Context: an optimization exercise on an open-source flow, tuned for small area. The choices shown serve that exercise and are no tape-out recipe. In this exercise RTL edits were held to simulation tests only and were not proved equivalent to the original. Power figures rest on the tool's default switching activity, not on a simulated workload.

## try-juniper
==> flow/design.v <==
module CannyEdge(dAddrRegRow, dAddrRegCol, bWE, bCE, InData, OutData,
	OPMode, bOPEnable, dReadReg, dWriteReg, clk, rst_b);
input  [2:0] dAddrRegRow, dAddrRegCol;
input        bWE, bCE;
input  [7:0] InData;
output [7:0] OutData;
reg    [7:0] OutData;
input  [2:0] OPMode;
input        bOPEnable;
input  [3:0] dReadReg, dWriteReg;
input        clk, rst_b;
function [15:0] add;
	input [15:0] a, b;
	input ci;
	integer k;
	reg c;
	begin
		c = ci;
		for (k = 0; k < 16; k = k + 1) begin
			add[k] = a[k] ^ b[k] ^ c;
			c = (a[k] & b[k]) | (c & (a[k] ^ b[k]));
		end
	end
endfunction
function geq;
	input [13:0] a, b;
	integer k;
	reg c;
	begin
		c = 1'b1;
		for (k = 0; k < 14; k = k + 1)
			c = (a[k] & ~b[k]) | (c & (a[k] | ~b[k]));
		geq = c;
	end
endfunction
reg [7:0] X [0:24];
reg [1:0] y6;             
reg [7:0] zf;             
reg [2:0] cnt;            
reg [14:0] acc;           
reg [10:0] gx, gy;        
reg        flag;          
reg        thr;           
wire op   = bCE & ~bOPEnable;
wire act  = op & ~(cnt[2] & cnt[0]);
wire m_g  = (OPMode == 3'd0);
wire m_s  = (OPMode == 3'd1);
wire m_n  = (OPMode == 3'd2);
wire m_h  = (OPMode == 3'd3);
wire wr   = ~bCE & ~bWE;
wire rd   = ~bCE & bWE;
wire c_0  = (cnt == 3'd0);
wire c_1  = (cnt == 3'd1);
wire c_2  = (cnt == 3'd2);
wire c_3  = (cnt == 3'd3);
always @(posedge clk or negedge rst_b)
	if (!rst_b) cnt <= 3'd0;
	else if (op) cnt <= (cnt == 3'd5) ? cnt : cnt + 3'd1;
	else cnt <= 3'd0;
reg        mnh;
always @(posedge clk) mnh <= (OPMode[2:1] == 2'b01);
wire       d0 = (y6 == 2'd0);
wire [2:0] osel = (mnh & c_1 & ~d0) ? 3'd0 : (mnh & c_2 & d0) ? 3'd1 : cnt;
wire [2:0] ncol = c_1 ? (d0 ? 3'd0 : {1'b0, ~y6}) : (d0 ? 3'd2 : {1'b0, y6} - 3'd1);
wire [2:0] rsel = bCE ? osel : dAddrRegRow;
wire [2:0] csel = bCE ? ncol : dAddrRegCol;
reg [7:0] rb0, rb1, rb2, rb3, rb4;
always @* begin
	case (rsel)
	3'd0: begin rb0 = X[0];  rb1 = X[1];  rb2 = X[2];  rb3 = X[3];  rb4 = X[4];  end
	3'd1: begin rb0 = X[5];  rb1 = X[6];  rb2 = X[7];  rb3 = X[8];  rb4 = X[9];  end
	3'd2: begin rb0 = X[10]; rb1 = X[11]; rb2 = X[12]; rb3 = X[13]; rb4 = X[14]; end
	3'd3: begin rb0 = X[15]; rb1 = X[16]; rb2 = X[17]; rb3 = X[18]; rb4 = X[19]; end
	default: begin rb0 = X[20]; rb1 = X[21]; rb2 = X[22]; rb3 = X[23]; rb4 = X[24]; end
	endcase
end
reg [7:0] xr;
always @* begin
	case (csel)
	3'd0: xr = rb0;
	3'd1: xr = rb1;
	3'd2: xr = rb2;
	3'd3: xr = rb3;
	default: xr = rb4;
	endcase
end
wire [8:0]  gP  = add(rb0, rb4, 1'b0);
wire [8:0]  gQ  = add(rb1, rb3, 1'b0);
wire [9:0]  gPQ = add(gP, gQ, 1'b0);
wire [11:0] gS  = add(add(gPQ, {gQ, 1'b0}, 1'b0), {rb2, 2'b00}, 1'b0);
wire [10:0] gE1 = add(gPQ, {rb2, 1'b0}, 1'b0);
wire [14:0] gsh = c_2 ? {gS, 2'b00} : cnt[0] ? {gS, 1'b0} : {3'b000, gS};
wire [14:0] gE  = c_2 ? ~{5'd0, gQ, 1'b0} : cnt[0] ? {4'd0, gE1} : 15'd0;
wire [14:0] accn = add(add(c_0 ? 15'd0 : acc, gsh, 1'b0), gE, c_2);
always @(posedge clk)
	if (act & m_g) acc <= accn;
wire        sx = gx[10], sy = gy[10];
wire        nx = c_3 & sx, ny = c_3 & sy;
wire [10:0] dd = add({3'b000, rb2}, ~{3'b000, rb0}, 1'b1);
wire [10:0] ss = add(add(rb0, rb2, 1'b0), {rb1, 1'b0}, 1'b0);
wire [10:0] gxa = c_0 ? 11'd0 : (gx ^ {11{nx}});
wire [10:0] gxb = c_3 ? 11'd0 : c_1 ? {dd[9:0], 1'b0} : dd;
wire [10:0] gya = c_0 ? 11'd0 : (gy ^ {11{ny}});
wire [10:0] gyb = c_3 ? 11'd0 : c_2 ? ~ss : ss;
wire [10:0] gxn = add(gxa, gxb, nx);
wire [10:0] gyn = add(gya, gyb, c_2 | ny);
always @(posedge clk)
	if (act & m_s & ~cnt[2]) begin
		gx <= {c_3 ? sx ^ sy : gxn[10], gxn[9:0]};
		if (~cnt[0] | c_3) gy <= gyn;
	end
wire [9:0]  ax = gx[9:0];
wire [9:0]  ay = gy[9:0];
wire        ng = gx[10];
wire [11:0] gsum = add(ax, ay, 1'b0);
wire [13:0] m5 = add(ax, {ax, 2'b00}, ng);
wire [13:0] m1 = add(ax, 16'd0, ng);
wire        c0  = geq(m1, {ay, 1'b0});
wire        c90 = ~geq(m5, {ay, 1'b0});
wire [7:0]  dirv = c0 ? 8'd0 : c90 ? 8'd90 : ng ? 8'd135 : 8'd45;
wire [7:0] x6 = X[6];
wire       ge6 = geq(x6, xr);
reg        za, zb;
always @* begin
	case (y6)
	2'd0: begin za = zf[3]; zb = zf[4]; end
	2'd1: begin za = zf[2]; zb = zf[5]; end
	2'd2: begin za = zf[1]; zb = zf[6]; end
	default: begin za = zf[0]; zb = zf[7]; end
	endcase
end
wire       hi = (xr[7:4] != 4'd0) | (xr[3:0] == 4'hf);
wire       nmsw = act & m_n & c_2;
wire       ok = flag & ge6;
always @(posedge clk)
	if (act & (m_n | m_h) & c_1)
		flag <= m_n ? ge6 : (hi | za);
always @(posedge clk)
	if (act & m_h & c_2)
		thr <= (x6 >= 8'd15) | ((x6 > 8'd10) & (flag | hi | zb));
wire [7:0] wd = bCE ? 8'd0 : InData;
reg  [4:0] rdec, cdec;
always @* begin
	rdec = 5'd0; cdec = 5'd0;
	case (dAddrRegRow)
	3'd0: rdec[0] = 1'b1;
	3'd1: rdec[1] = 1'b1;
	3'd2: rdec[2] = 1'b1;
	3'd3: rdec[3] = 1'b1;
	3'd4: rdec[4] = 1'b1;
	default: ;
	endcase
	case (dAddrRegCol)
	3'd0: cdec[0] = 1'b1;
	3'd1: cdec[1] = 1'b1;
	3'd2: cdec[2] = 1'b1;
	3'd3: cdec[3] = 1'b1;
	3'd4: cdec[4] = 1'b1;
	default: ;
	endcase
end
wire [4:0] na = d0 ? 5'd5 : (y6 == 2'd1) ? 5'd2 : (y6 == 2'd2) ? 5'd1 : 5'd0;
wire [4:0] nb = d0 ? 5'd7 : (y6 == 2'd1) ? 5'd10 : (y6 == 2'd2) ? 5'd11 : 5'd12;
wire       wx = wr & (dWriteReg == 4'd0);
integer i;
always @(posedge clk) begin
	for (i = 0; i < 25; i = i + 1)
		if ((wx & rdec[i / 5] & cdec[i % 5]) |
		    (nmsw & (ok ? (na == i || nb == i) : (i == 6))))
			X[i] <= wd;
end
always @(posedge clk)
	if (wr & (dWriteReg == 4'd1) & rdec[1] & cdec[1]) y6 <= InData[1:0];
wire zone = (InData == 8'd1);
wire wz   = wr & (dWriteReg == 4'd2);
always @(posedge clk) begin
	if (wz & rdec[0] & cdec[0]) zf[0] <= zone;
	if (wz & rdec[0] & cdec[1]) zf[1] <= zone;
	if (wz & rdec[0] & cdec[2]) zf[2] <= zone;
	if (wz & rdec[1] & cdec[0]) zf[3] <= zone;
	if (wz & rdec[1] & cdec[2]) zf[4] <= zone;
	if (wz & rdec[2] & cdec[0]) zf[5] <= zone;
	if (wz & rdec[2] & cdec[1]) zf[6] <= zone;
	if (wz & rdec[2] & cdec[2]) zf[7] <= zone;
end
always @(posedge clk)
	if (rd)
		case (dReadReg)
		4'd0: OutData <= acc[14:7];
		4'd1: OutData <= gsum[10:3];
		4'd2: OutData <= dirv;
		4'd3: OutData <= xr;
		4'd4: OutData <= {7'd0, thr};
		default: ;
		endcase
endmodule
==> flow/config.mk <==
export PLATFORM = sky130hd
export DESIGN_NAME = CannyEdge
export DESIGN_NICKNAME = CannyEdge
export VERILOG_FILES = /design/flow/design.v
export SDC_FILE = /design/flow/constraint.sdc
export NUM_CORES = 4
export LEC_CHECK = 0
export CAP_MARGIN = 20
export CORE_MARGIN = 2
export CORE_UTILIZATION = 40
export GPL_TIMING_DRIVEN = 0
export SLEW_MARGIN = 20
==> flow/constraint.sdc <==
create_clock -name core_clock -period 12.0 [get_ports {clk}]
set_input_delay 2.4000 -clock core_clock [delete_from_list [all_inputs] [get_ports {clk}]]
set_output_delay 2.4000 -clock core_clock [all_outputs]
set_load 0.01 [all_outputs]
run.sh (not shown) runs the stock make flow with config.mk's settings and CLKGATE_MAP_FILE= SYNTH_SCRIPT=/design/flow/synth_recipe.tcl, a recipe that flattens the netlist after the stock synthesis.
try-juniper had finished all stages when the layout checks came back failing, citing setup timing.
For try-harbor, these inputs were changed with respect to try-juniper:
# try-juniper
export LEC_CHECK = 0
export CAP_MARGIN = 20
export CORE_MARGIN = 2
export CORE_UTILIZATION = 40
export GPL_TIMING_DRIVEN = 0
export SLEW_MARGIN = 20
create_clock -name core_clock -period 12.0 [get_ports {clk}]
# try-harbor
export LEC_CHECK = 0
export CAP_MARGIN = 20
export CORE_MARGIN = 2
export CORE_UTILIZATION = 60
export CTS_BUF_LIST = sky130_fd_sc_hd__clkbuf_8
export GPL_TIMING_DRIVEN = 0
export SLEW_MARGIN = 20
create_clock -name core_clock -period 12.0 [get_ports {clk}]
Layout checks on try-harbor: not met. Flow itself completed; violations: setup timing.
| leakage power | try-harbor vs try-juniper | 0.069 nW higher |
[try-harbor vs try-juniper] maximum frequency from static timing analysis: lower in try-harbor
Area growth from synthesis to layout sits lower in try-harbor than in try-juniper.
The register-to-register slack number comes out higher for try-juniper vs try-harbor.
Summary of the comparison: ratio of final minimum period to clock period is higher in try-harbor, relative to try-juniper.
Sort try-juniper and try-harbor by power after layout desc -> top: try-juniper
Between try-juniper and try-harbor, met1 track demand over resource in global routing increased.
[compare] base=try-juniper new=try-harbor: setup slack fell 130 ps, final period demand of the worst path rose 130 ps, routed metal-1 wirelength fell about 7%, die area fell 0.013 sq mm.
Setup changes, try-harbor to try-maple
# try-harbor
export LEC_CHECK = 0
export CAP_MARGIN = 20
export CORE_MARGIN = 2
export CORE_UTILIZATION = 60
export CTS_BUF_LIST = sky130_fd_sc_hd__clkbuf_8
export GPL_TIMING_DRIVEN = 0
export SLEW_MARGIN = 20
create_clock -name core_clock -period 12.0 [get_ports {clk}]
# try-maple
export LEC_CHECK = 0
export CAP_MARGIN = 20
export CORE_MARGIN = 2
export CORE_UTILIZATION = 40
export SLEW_MARGIN = 20
create_clock -name core_clock -period 12.0 [get_ports {clk}]
## What came out
Every stage of the flow completed for try-maple, and the final layout passed the timing, design-rule and antenna checks. In the flow results for try-maple and try-harbor, the sequential share of power is smaller on try-maple. Compared to try-harbor, the router laid down less metal wire for try-maple. The final reports for try-maple and try-harbor show total power higher in the former.

[port drivers added, routing unchanged]
How much do the figures lean on ideal ports? The routed layouts below were timed once more, with nothing changed but the port constraints.
Step 1 assumes that a clkbuf_16 drives the clock port and a buf_2 every other input.
Step 2 moves the port delays by t, midway between the first and last clock arrival at a register: inputs arrive t later, outputs are due t later. That takes back most of the time a late clock gives input paths.
Three values: ideal, step 1, step 2; two values: the first two.
run | t, ns | setup WS [ns] | slew at the worst register clock pin (ns)
try-juniper | 0.621 | -0.184 / -0.175 / -0.796 | 0.07 / 0.07
try-harbor | 0.611 | -0.311 / -0.313 / -0.924 | 0.07 / 0.07
try-maple | 0.626 | 0.180 / 0.156 / -0.470 | 0.07 / 0.07
With both steps, setup timing fails in try-maple, where it was met with ideal ports. The setup slack of try-maple, which loses most, moves by -0.024 ns with the drivers and by -0.650 ns with both steps.
